What follows belongs to an exercise in optimizing a design on an open flow for small area and a short achievable clock period; a production flow would make more cautious choices. The RTL was checked by simulation tests, not by an equivalence proof against the original design. The clock port is modelled as an ideal driver, which makes a skipped or thinned clock tree look cheaper than it is; a real chip needs a root buffer or a tree. Power and IR drop assume default switching activity.

## v6
Design LOG2_FIXED_POINT, start of the top module:
module LOG2_FIXED_POINT
          (i_CLK,
           i_RSTn,
           i_VALID,
           i_DATA_VALID,
           i_DATA,
           o_VALID,
           o_LOG2_VALID,
           o_LOG2);
Size in the first run: about 160 cells after synthesis, roughly 41 I/O pins.
clock: 4.0 ns
lec_check: 0
cap_margin: 20
core_margin: 2
core_utilization: 20
setup_slack_margin: 1.5
slew_margin: 20
standard.sh (not shown) runs the stock make flow with config.mk's settings and CLKGATE_MAP_FILE= SYNTH_SCRIPT=/design/flow/synth_recipe.tcl, a recipe that flattens the netlist after the stock synthesis.
==> flow/flow/run.sh <==
#!/bin/bash
# Own layout flow. Synthesis: LOG2_NORM is taken as the cell netlist in
# flow/norm_cells.v (the same function as rtl/CLZ.v), LOG2_TABLE is mapped by
# ABC for speed, then the design is flattened. Layout: the standard ORFS
# flow from that netlist, with minimum-size port buffers and a small clock tree.
set -euo pipefail
here=$(pwd)
YOSYS=$FLOW_HOME/../tools/install/yosys/bin/yosys
LIB=$FLOW_HOME/platforms/sky130hd/lib/sky130_fd_sc_hd__tt_025C_1v80.lib
DU="-dont_use *probe* -dont_use *lpflow* -dont_use *clkdly* -dont_use *dlygate* -dont_use *dlymetal*"
mkdir -p syn
# The standard synthesis, run only for the names it gives the flip-flops:
# ours are renamed to match (flow/regnames.py), pairing them by their Q nets.
sed "s#$here/orfs#$here/refsyn#g" standard.sh > refsyn.sh
bash refsyn.sh synth > refsyn.log 2>&1
REF=$here/refsyn/results/sky130hd/LOG2_FIXED_POINT/base/1_2_yosys.v
cat > syn/synth.ys <<EOS
read_liberty -lib $LIB
read_verilog -defer $FLOW_DESIGN
read_verilog -defer -overwrite $here/flow/norm_cells.v
hierarchy -check -top $FLOW_TOP
synth -nofsm -noshare -top $FLOW_TOP
opt -purge
dfflibmap -liberty $LIB $DU
opt
abc -script $here/flow/table.abc -constr $here/flow/table.constr -liberty $LIB $DU LOG2_TABLE
abc -script $here/flow/top.abc -liberty $LIB $DU $FLOW_TOP
flatten
setundef -zero
splitnets
opt_clean -purge
hilomap -singleton -hicell sky130_fd_sc_hd__conb_1 HI -locell sky130_fd_sc_hd__conb_1 LO
insbuf -buf sky130_fd_sc_hd__buf_1 A X
rename -hide w:*\$func\$*
check -assert -mapped
tee -o $here/syn/stat.txt stat -liberty $LIB
write_verilog -noattr -nohex -nodec $here/syn/netlist.v
EOS
$YOSYS -l syn/yosys.log -q syn/synth.ys > /dev/null
python3 flow/regnames.py $REF syn/netlist.v syn/netlist_named.v > syn/regnames.log
CK=sky130_fd_sc_hd__clkbuf_4
bash standard.sh SYNTH_NETLIST_FILES=$here/syn/netlist_named.v \
  "BUFFER_PORTS_ARGS=-buffer_cell sky130_fd_sc_hd__buf_1" \
  "CTS_ARGS=-sink_clustering_enable -repair_clock_nets -buf_list $CK -root_buf sky130_fd_sc_hd__clkbuf_8 -sink_clustering_size 30 -sink_clustering_max_diameter 300 -dont_use_dummy_load" \
  POST_CTS_TCL=$here/flow/post_cts.tcl \
  finish > standard.log 2>&1
Other scripts of this flow, unchanged in this note and not shown: flow/flow/norm_cells.v, flow/flow/post_cts.tcl, flow/flow/regnames.py, flow/flow/table.abc, flow/flow/table.constr, flow/flow/top.abc
The flow did not stop early for v6: all stages ran, and the layout cleared the timing, design-rule and antenna checks.
#### Input delta (v7 over v6)
- swapping 1.5 for 1.4 in SETUP_SLACK_MARGIN
### Flow results
Re starting density of the core: no difference whatsoever between v7 and v6. As far as number of cells on the worst reg-to-reg path goes, v6 and v7 are indistinguishable; the numbers are identical. Delta (v7 minus v6): insertion delay to the later sink of the worst-skew pair has remained practically unchanged; upper clock frequency limit has decreased; final area has decreased; arrival time at the worst endpoint has increased. v7 vs v6 — net count of the finished layout dropped slightly. Compared with v6, v7 improves total wirelength of the detailed-routed design.

---

== yarrow ==
The RTL this note starts from:
==> flow/design.v <==
module LOG2_NORM (x, mn, ip);
  input  [15:0] x;
  output [4:0]  mn;    
  output [4:0]  ip;    
  wire        a3 = |x[15:12];
  wire        a2 = |x[11:8];
  wire        a1 = |x[7:4];
  wire        a0 = |x[3:0];
  wire [15:7] w  = a3 ? x[15:7] :
                   a2 ? x[11:3] :
                   a1 ? {x[7:0], 1'b0} : {x[3:0], 5'b0};
  wire [4:0]  m  = w[15] ? w[14:10] :
                   w[14] ? w[13:9] :
                   w[13] ? w[12:8] : w[11:7];
  assign      mn = ~m;
  wire        p3 = a3 | a2;
  wire        p2 = a3 | (~a2 & a1);
  wire        p1 = w[15] | w[14];
  wire        p0 = w[15] | (~w[14] & w[13]);
  wire        zero = ~(a3 | a2 | a1 | a0);
  assign ip = zero ? 5'b11000 : {1'b0, p3, p2, p1, p0} - 5'd7;
endmodule   
module LOG2_TABLE (mn, t);
  input  [4:0] mn;    
  output [9:0] t;
  wire   [4:0] m = ~mn;
  localparam [31:0] TBIT0 = 32'hf77f0002;
  localparam [31:0] TBIT1 = 32'h05051774;
  localparam [31:0] TBIT2 = 32'h06531afa;
  localparam [31:0] TBIT3 = 32'had30e356;
  localparam [31:0] TBIT4 = 32'h630ffc64;
  localparam [31:0] TBIT5 = 32'hb5aaaad2;
  localparam [31:0] TBIT6 = 32'hc6333364;
  localparam [31:0] TBIT7 = 32'hf83c3c78;
  localparam [31:0] TBIT8 = 32'hffc03f80;
  localparam [31:0] TBIT9 = 32'hffffc000;
  assign t = {TBIT9[m], TBIT8[m], TBIT7[m], TBIT6[m], TBIT5[m],
              TBIT4[m], TBIT3[m], TBIT2[m], TBIT1[m], TBIT0[m]};
endmodule   
module LOG2_FIXED_POINT
          (i_CLK,
           i_RSTn,
           i_VALID,
           i_DATA_VALID,
           i_DATA,
           o_VALID,
           o_LOG2_VALID,
           o_LOG2);
  input   i_CLK;
  input   i_RSTn;
  input   i_VALID;
  input   i_DATA_VALID;
  input   [15:0] i_DATA;   
  output  o_VALID;
  output  o_LOG2_VALID;
  output  signed [18:0] o_LOG2;   
  wire [4:0] mn;      
  wire [4:0] ip;      
  wire [9:0] t;       
  LOG2_NORM u_norm (.x(i_DATA), .mn(mn), .ip(ip));
  reg  [4:0] r_mn;
  reg  [4:0] r_ip;
  reg        r_vld;   
  always @(posedge i_CLK or negedge i_RSTn)
    if (!i_RSTn)
      r_vld <= 1'b0;
    else if (i_VALID)
      r_vld <= i_DATA_VALID;
  always @(posedge i_CLK)
    if (i_VALID) begin
      r_mn <= mn;
      r_ip <= ip;
    end
  LOG2_TABLE u_table (.mn(r_mn), .t(t));
  assign o_LOG2       = {{4{r_ip[4]}}, r_ip, t};
  assign o_LOG2_VALID = r_vld;
  assign o_VALID      = i_VALID;
endmodule   
export LEC_CHECK = 0
export CAP_MARGIN = 20
export CORE_MARGIN = 2
export CORE_UTILIZATION = 20
export SETUP_SLACK_MARGIN = 1.5
export SLEW_MARGIN = 20
create_clock -name core_clock -period 4.0 [get_ports {i_CLK}]
==> flow/flow/run.sh <==
#!/bin/bash
# Own layout flow. Synthesis: LOG2_NORM and LOG2_TABLE are taken as the cell
# netlists in flow/norm_cells.v and flow/table_cells.v (the same functions as
# rtl/CLZ.v and rtl/Log2Table.v), then the design is flattened. Layout: the standard ORFS
# flow from that netlist, with minimum-size port buffers and a small clock tree.
set -euo pipefail
here=$(pwd)
YOSYS=$FLOW_HOME/../tools/install/yosys/bin/yosys
LIB=$FLOW_HOME/platforms/sky130hd/lib/sky130_fd_sc_hd__tt_025C_1v80.lib
DU="-dont_use *probe* -dont_use *lpflow* -dont_use *clkdly* -dont_use *dlygate* -dont_use *dlymetal*"
mkdir -p syn
# The standard synthesis, run only for the names it gives the flip-flops:
# ours are renamed to match (flow/regnames.py), pairing them by their Q nets.
sed "s#$here/orfs#$here/refsyn#g" standard.sh > refsyn.sh
bash refsyn.sh synth > refsyn.log 2>&1
REF=$here/refsyn/results/sky130hd/LOG2_FIXED_POINT/base/1_2_yosys.v
cat > syn/synth.ys <<EOS
read_liberty -lib $LIB
read_verilog -defer $FLOW_DESIGN
read_verilog -defer -overwrite $here/flow/norm_cells.v
read_verilog -defer -overwrite $here/flow/table_cells.v
hierarchy -check -top $FLOW_TOP
synth -nofsm -noshare -top $FLOW_TOP
opt -purge
dfflibmap -liberty $LIB $DU
opt
abc -script $here/flow/top.abc -liberty $LIB $DU $FLOW_TOP
flatten
setundef -zero
splitnets
opt_clean -purge
hilomap -singleton -hicell sky130_fd_sc_hd__conb_1 HI -locell sky130_fd_sc_hd__conb_1 LO
insbuf -buf sky130_fd_sc_hd__buf_1 A X
rename -hide w:*\$func\$*
check -assert -mapped
tee -o $here/syn/stat.txt stat -liberty $LIB
write_verilog -noattr -nohex -nodec $here/syn/netlist.v
EOS
$YOSYS -l syn/yosys.log -q syn/synth.ys > /dev/null
python3 flow/regnames.py $REF syn/netlist.v syn/netlist_named.v > syn/regnames.log
CK=sky130_fd_sc_hd__clkbuf_4
bash standard.sh SYNTH_NETLIST_FILES=$here/syn/netlist_named.v \
  "BUFFER_PORTS_ARGS=-buffer_cell sky130_fd_sc_hd__buf_1" \
  "CTS_ARGS=-sink_clustering_enable -repair_clock_nets -buf_list $CK -root_buf sky130_fd_sc_hd__clkbuf_8 -sink_clustering_size 30 -sink_clustering_max_diameter 300 -dont_use_dummy_load" \
  POST_CTS_TCL=$here/flow/post_cts.tcl \
  finish > standard.log 2>&1
==> flow/flow/norm_cells.v <==
// Generated by gen/gen_norm.py: LOG2_NORM as sky130_fd_sc_hd cells.
module LOG2_NORM (x, mn, ip);
  input  [15:0] x;
  output [4:0]  mn;
  output [4:0]  ip;
  wire a1, a2, a3, c3, h1, h2, h3, l1, l2, l3, ma0, ma1, ma2, ma3, ma4, mb0, mb1, mb2, mb3, mb4, p2, p3, s0, s1, s2, s3, t0, t1, t2, w12, w13, w14, w15, w15n, wa12, wa13, wa14, wa15, wb12, wb13, wb14, wb15, wn10, wn11, wn12, wn13, wn14, wn7, wn8, wn9, z0, za1, za2, za3;
  sky130_fd_sc_hd__nor2_1 u_h3 (.A(x[15]), .B(x[14]), .Y(h3));
  sky130_fd_sc_hd__nor2_1 u_l3 (.A(x[13]), .B(x[12]), .Y(l3));
  sky130_fd_sc_hd__nand2_1 u_a3 (.A(h3), .B(l3), .Y(a3));
  sky130_fd_sc_hd__nor2_1 u_h2 (.A(x[11]), .B(x[10]), .Y(h2));
  sky130_fd_sc_hd__nor2_1 u_l2 (.A(x[9]), .B(x[8]), .Y(l2));
  sky130_fd_sc_hd__nand2_1 u_a2 (.A(h2), .B(l2), .Y(a2));
  sky130_fd_sc_hd__nor2_1 u_h1 (.A(x[7]), .B(x[6]), .Y(h1));
  sky130_fd_sc_hd__nor2_1 u_l1 (.A(x[5]), .B(x[4]), .Y(l1));
  sky130_fd_sc_hd__nand2_1 u_a1 (.A(h1), .B(l1), .Y(a1));
  sky130_fd_sc_hd__nor4_1 u_z0 (.A(x[3]), .B(x[2]), .C(x[1]), .D(x[0]), .Y(z0));
  sky130_fd_sc_hd__and2_1 u_za3 (.A(h3), .B(l3), .X(za3));
  sky130_fd_sc_hd__and2_1 u_za2 (.A(h2), .B(l2), .X(za2));
  sky130_fd_sc_hd__and2_1 u_za1 (.A(h1), .B(l1), .X(za1));
  sky130_fd_sc_hd__buf_2 u_s3 (.A(a3), .X(s3));
  sky130_fd_sc_hd__and3_2 u_s2 (.A(h3), .B(l3), .C(a2), .X(s2));
  sky130_fd_sc_hd__and3_2 u_s1 (.A(za3), .B(za2), .C(a1), .X(s1));
  sky130_fd_sc_hd__and3_2 u_s0 (.A(za3), .B(za2), .C(za1), .X(s0));
  sky130_fd_sc_hd__or2_0 u_p3 (.A(a3), .B(a2), .X(p3));
  sky130_fd_sc_hd__or2_0 u_p2 (.A(a3), .B(s1), .X(p2));
  sky130_fd_sc_hd__a22oi_1 u_wa15 (.A1(s3), .A2(x[15]), .B1(s2), .B2(x[11]), .Y(wa15));
  sky130_fd_sc_hd__a22oi_1 u_wb15 (.A1(s1), .A2(x[7]), .B1(s0), .B2(x[3]), .Y(wb15));
  sky130_fd_sc_hd__nand2_2 u_w15 (.A(wa15), .B(wb15), .Y(w15));
  sky130_fd_sc_hd__a22oi_1 u_wa14 (.A1(s3), .A2(x[14]), .B1(s2), .B2(x[10]), .Y(wa14));
  sky130_fd_sc_hd__a22oi_1 u_wb14 (.A1(s1), .A2(x[6]), .B1(s0), .B2(x[2]), .Y(wb14));
  sky130_fd_sc_hd__nand2_1 u_w14 (.A(wa14), .B(wb14), .Y(w14));
  sky130_fd_sc_hd__a22oi_1 u_wa13 (.A1(s3), .A2(x[13]), .B1(s2), .B2(x[9]), .Y(wa13));
  sky130_fd_sc_hd__a22oi_1 u_wb13 (.A1(s1), .A2(x[5]), .B1(s0), .B2(x[1]), .Y(wb13));
  sky130_fd_sc_hd__nand2_1 u_w13 (.A(wa13), .B(wb13), .Y(w13));
  sky130_fd_sc_hd__a22oi_1 u_wa12 (.A1(s3), .A2(x[12]), .B1(s2), .B2(x[8]), .Y(wa12));
  sky130_fd_sc_hd__a22oi_1 u_wb12 (.A1(s1), .A2(x[4]), .B1(s0), .B2(x[0]), .Y(wb12));
  sky130_fd_sc_hd__nand2_1 u_w12 (.A(wa12), .B(wb12), .Y(w12));
  sky130_fd_sc_hd__and2_1 u_w15n (.A(wa15), .B(wb15), .X(w15n));
  sky130_fd_sc_hd__a222oi_1 u_wn11 (.A1(s3), .A2(x[11]), .B1(s2), .B2(x[7]), .C1(s1), .C2(x[3]), .Y(wn11));
  sky130_fd_sc_hd__a222oi_1 u_wn10 (.A1(s3), .A2(x[10]), .B1(s2), .B2(x[6]), .C1(s1), .C2(x[2]), .Y(wn10));
  sky130_fd_sc_hd__a222oi_1 u_wn9 (.A1(s3), .A2(x[9]), .B1(s2), .B2(x[5]), .C1(s1), .C2(x[1]), .Y(wn9));
  sky130_fd_sc_hd__a222oi_1 u_wn8 (.A1(s3), .A2(x[8]), .B1(s2), .B2(x[4]), .C1(s1), .C2(x[0]), .Y(wn8));
  sky130_fd_sc_hd__a22oi_1 u_wn7 (.A1(s3), .A2(x[7]), .B1(s2), .B2(x[3]), .Y(wn7));
  sky130_fd_sc_hd__inv_1 u_wn14 (.A(w14), .Y(wn14));
  sky130_fd_sc_hd__inv_1 u_wn13 (.A(w13), .Y(wn13));
  sky130_fd_sc_hd__inv_1 u_wn12 (.A(w12), .Y(wn12));
  sky130_fd_sc_hd__and2_2 u_t2 (.A(w15n), .B(w14), .X(t2));
  sky130_fd_sc_hd__and3_2 u_t1 (.A(w15n), .B(wn14), .C(w13), .X(t1));
  sky130_fd_sc_hd__and3_2 u_t0 (.A(w15n), .B(wn14), .C(wn13), .X(t0));
  sky130_fd_sc_hd__a22oi_1 u_ma4 (.A1(w15), .A2(wn14), .B1(t2), .B2(wn13), .Y(ma4));
  sky130_fd_sc_hd__a22oi_1 u_mb4 (.A1(t1), .A2(wn12), .B1(t0), .B2(wn11), .Y(mb4));
  sky130_fd_sc_hd__nand2_1 u_mn4 (.A(ma4), .B(mb4), .Y(mn[4]));
  sky130_fd_sc_hd__a22oi_1 u_ma3 (.A1(w15), .A2(wn13), .B1(t2), .B2(wn12), .Y(ma3));
  sky130_fd_sc_hd__a22oi_1 u_mb3 (.A1(t1), .A2(wn11), .B1(t0), .B2(wn10), .Y(mb3));
  sky130_fd_sc_hd__nand2_1 u_mn3 (.A(ma3), .B(mb3), .Y(mn[3]));
  sky130_fd_sc_hd__a22oi_1 u_ma2 (.A1(w15), .A2(wn12), .B1(t2), .B2(wn11), .Y(ma2));
  sky130_fd_sc_hd__a22oi_1 u_mb2 (.A1(t1), .A2(wn10), .B1(t0), .B2(wn9), .Y(mb2));
  sky130_fd_sc_hd__nand2_1 u_mn2 (.A(ma2), .B(mb2), .Y(mn[2]));
  sky130_fd_sc_hd__a22oi_1 u_ma1 (.A1(w15), .A2(wn11), .B1(t2), .B2(wn10), .Y(ma1));
  sky130_fd_sc_hd__a22oi_1 u_mb1 (.A1(t1), .A2(wn9), .B1(t0), .B2(wn8), .Y(mb1));
  sky130_fd_sc_hd__nand2_1 u_mn1 (.A(ma1), .B(mb1), .Y(mn[1]));
  sky130_fd_sc_hd__a22oi_1 u_ma0 (.A1(w15), .A2(wn10), .B1(t2), .B2(wn9), .Y(ma0));
  sky130_fd_sc_hd__a22oi_1 u_mb0 (.A1(t1), .A2(wn8), .B1(t0), .B2(wn7), .Y(mb0));
  sky130_fd_sc_hd__nand2_1 u_mn0 (.A(ma0), .B(mb0), .Y(mn[0]));
  sky130_fd_sc_hd__and2_0 u_c3 (.A(p2), .B(w15), .X(c3));
  sky130_fd_sc_hd__nor2_1 u_ip4 (.A(p3), .B(c3), .Y(ip[4]));
  sky130_fd_sc_hd__xnor2_1 u_ip3 (.A(p3), .B(c3), .Y(ip[3]));
  sky130_fd_sc_hd__xor2_1 u_ip2 (.A(p2), .B(w15), .X(ip[2]));
  sky130_fd_sc_hd__nor2_1 u_ip1 (.A(w15), .B(t0), .Y(ip[1]));
  sky130_fd_sc_hd__a211oi_1 u_ip0 (.A1(s0), .A2(z0), .B1(w15), .C1(t1), .Y(ip[0]));
endmodule
Other scripts of this flow, unchanged in this note and not shown: flow/flow/post_cts.tcl, flow/flow/regnames.py, flow/flow/table_cells.v, flow/flow/top.abc
Having completed the whole flow, yarrow delivered a layout that passed the timing, design-rule and antenna checks.
#### Input delta (garnet over yarrow)
- SETUP_SLACK_MARGIN now 1.4, was 1.5
Findings:
- garnet vs yarrow on switching fraction of total power: garnet is the higher one.
- garnet vs. yarrow: core utilization of the finished layout went down 0.78 points, clock distribution area overhead in the final layout held steady, setup slack now smaller.
- The final wirelength number comes out higher for yarrow vs garnet.
- Delta (garnet minus yarrow): via count went down by 35; fmax decreased 4.1%; cell area after layout decreased 40 µm²; maximum ir drop on the vdd rail now smaller.
diff inputs: garnet => harbor
- SETUP_SLACK_MARGIN changed from 1.4 to 1.58
### Flow results
For first-pass GRT wire length, harbor and garnet come out practically identical.
harbor vs. garnet: power of the combinational group climbed about 17%; fmax climbed 3.1%; global-route total usage across every layer barely changed; headroom to the max-slew limit dropped 1.4 points; wire length climbed about 9%.
Side by side, final cell utilization of the core turned out higher in harbor than in garnet.
The final layout from harbor, which completed every stage, passed the timing, design-rule and antenna checks at the end of the flow.
Cell type of the slowest stage on the worst timing path: a222oi_1 -> harbor, edfxtp_1 -> garnet
Edits applied to the flow inputs when going from harbor to cedar:
- SETUP_SLACK_MARGIN changed from 1.58 to 1.5
--- a/flow/flow/norm_cells.v
+++ b/flow/flow/norm_cells.v
@@ -19,7 +19,7 @@
   sky130_fd_sc_hd__and2_1 u_za1 (.A(h1), .B(l1), .X(za1));
   sky130_fd_sc_hd__buf_2 u_s3 (.A(a3), .X(s3));
-  sky130_fd_sc_hd__and3_2 u_s2 (.A(h3), .B(l3), .C(a2), .X(s2));
-  sky130_fd_sc_hd__and3_2 u_s1 (.A(za3), .B(za2), .C(a1), .X(s1));
-  sky130_fd_sc_hd__and3_2 u_s0 (.A(za3), .B(za2), .C(za1), .X(s0));
+  sky130_fd_sc_hd__and3_4 u_s2 (.A(h3), .B(l3), .C(a2), .X(s2));
+  sky130_fd_sc_hd__and3_4 u_s1 (.A(za3), .B(za2), .C(a1), .X(s1));
+  sky130_fd_sc_hd__and3_4 u_s0 (.A(za3), .B(za2), .C(za1), .X(s0));
   sky130_fd_sc_hd__or2_0 u_p3 (.A(a3), .B(a2), .X(p3));
   sky130_fd_sc_hd__or2_0 u_p2 (.A(a3), .B(s1), .X(p2));
@@ -36,5 +36,5 @@
   sky130_fd_sc_hd__a22oi_1 u_wb12 (.A1(s1), .A2(x[4]), .B1(s0), .B2(x[0]), .Y(wb12));
   sky130_fd_sc_hd__nand2_1 u_w12 (.A(wa12), .B(wb12), .Y(w12));
-  sky130_fd_sc_hd__and2_1 u_w15n (.A(wa15), .B(wb15), .X(w15n));
+  sky130_fd_sc_hd__and2_2 u_w15n (.A(wa15), .B(wb15), .X(w15n));
   sky130_fd_sc_hd__a222oi_1 u_wn11 (.A1(s3), .A2(x[11]), .B1(s2), .B2(x[7]), .C1(s1), .C2(x[3]), .Y(wn11));
   sky130_fd_sc_hd__a222oi_1 u_wn10 (.A1(s3), .A2(x[10]), .B1(s2), .B2(x[6]), .C1(s1), .C2(x[2]), .Y(wn10));
@@ -45,7 +45,7 @@
   sky130_fd_sc_hd__inv_1 u_wn13 (.A(w13), .Y(wn13));
   sky130_fd_sc_hd__inv_1 u_wn12 (.A(w12), .Y(wn12));
-  sky130_fd_sc_hd__and2_2 u_t2 (.A(w15n), .B(w14), .X(t2));
-  sky130_fd_sc_hd__and3_2 u_t1 (.A(w15n), .B(wn14), .C(w13), .X(t1));
-  sky130_fd_sc_hd__and3_2 u_t0 (.A(w15n), .B(wn14), .C(wn13), .X(t0));
+  sky130_fd_sc_hd__and2_4 u_t2 (.A(w15n), .B(w14), .X(t2));
+  sky130_fd_sc_hd__and3_4 u_t1 (.A(w15n), .B(wn14), .C(w13), .X(t1));
+  sky130_fd_sc_hd__and3_4 u_t0 (.A(w15n), .B(wn14), .C(wn13), .X(t0));
   sky130_fd_sc_hd__a22oi_1 u_ma4 (.A1(w15), .A2(wn14), .B1(t2), .B2(wn13), .Y(ma4));
   sky130_fd_sc_hd__a22oi_1 u_mb4 (.A1(t1), .A2(wn12), .B1(t0), .B2(wn11), .Y(mb4));
## What came out
Any difference in sequential power between harbor and cedar is small enough to ignore.
Diff harbor -> cedar: proportion of power drawn by combinational gates moved down; design area saw a decrease; final cell count moved down.

==> static timing again, ports no longer ideal <==
In the flow no input, the clock included, has a driving cell. The finished layouts below were timed again as built, in two steps.
Step 1 assumes that a clkbuf_16 drives the clock port and a buf_2 every other input.
Step 2 times the ports against the registers' clock, not the clock port: input delays grow and output delays shrink by t, the midpoint of the rising clock arrivals with the driver on.
a / b / c = ideal / step 1 / step 2; a / b = the first two.
| run | t, ns | slack for setup (ns) | hold WS [ns] | worst setup path after step 2 |
|---|---|---|---|---|
| v6 | 0.149 | 1.622 / 1.624 / 1.475 | 0.425 / 0.427 / 0.510 | input to register |
| v7 | 0.149 | 1.595 / 1.594 / 1.445 | 0.424 / 0.426 / 0.510 | input to register |
| yarrow | 0.152 | 1.653 / 1.630 / 1.508 | 0.416 / 0.419 / 0.513 | input to register |
| garnet | 0.152 | 1.552 / 1.530 / 1.430 | 0.416 / 0.419 / 0.513 | input to register |
| harbor | 0.152 | 1.627 / 1.625 / 1.472 | 0.416 / 0.419 / 0.513 | input to register |
| cedar | 0.154 | 1.638 / 1.632 / 1.486 | 0.414 / 0.416 / 0.511 | input to register |
After both steps every run listed still meets setup and hold. The setup slack of harbor, which loses most, moves by -0.002 ns with the drivers and by -0.155 ns with both steps.
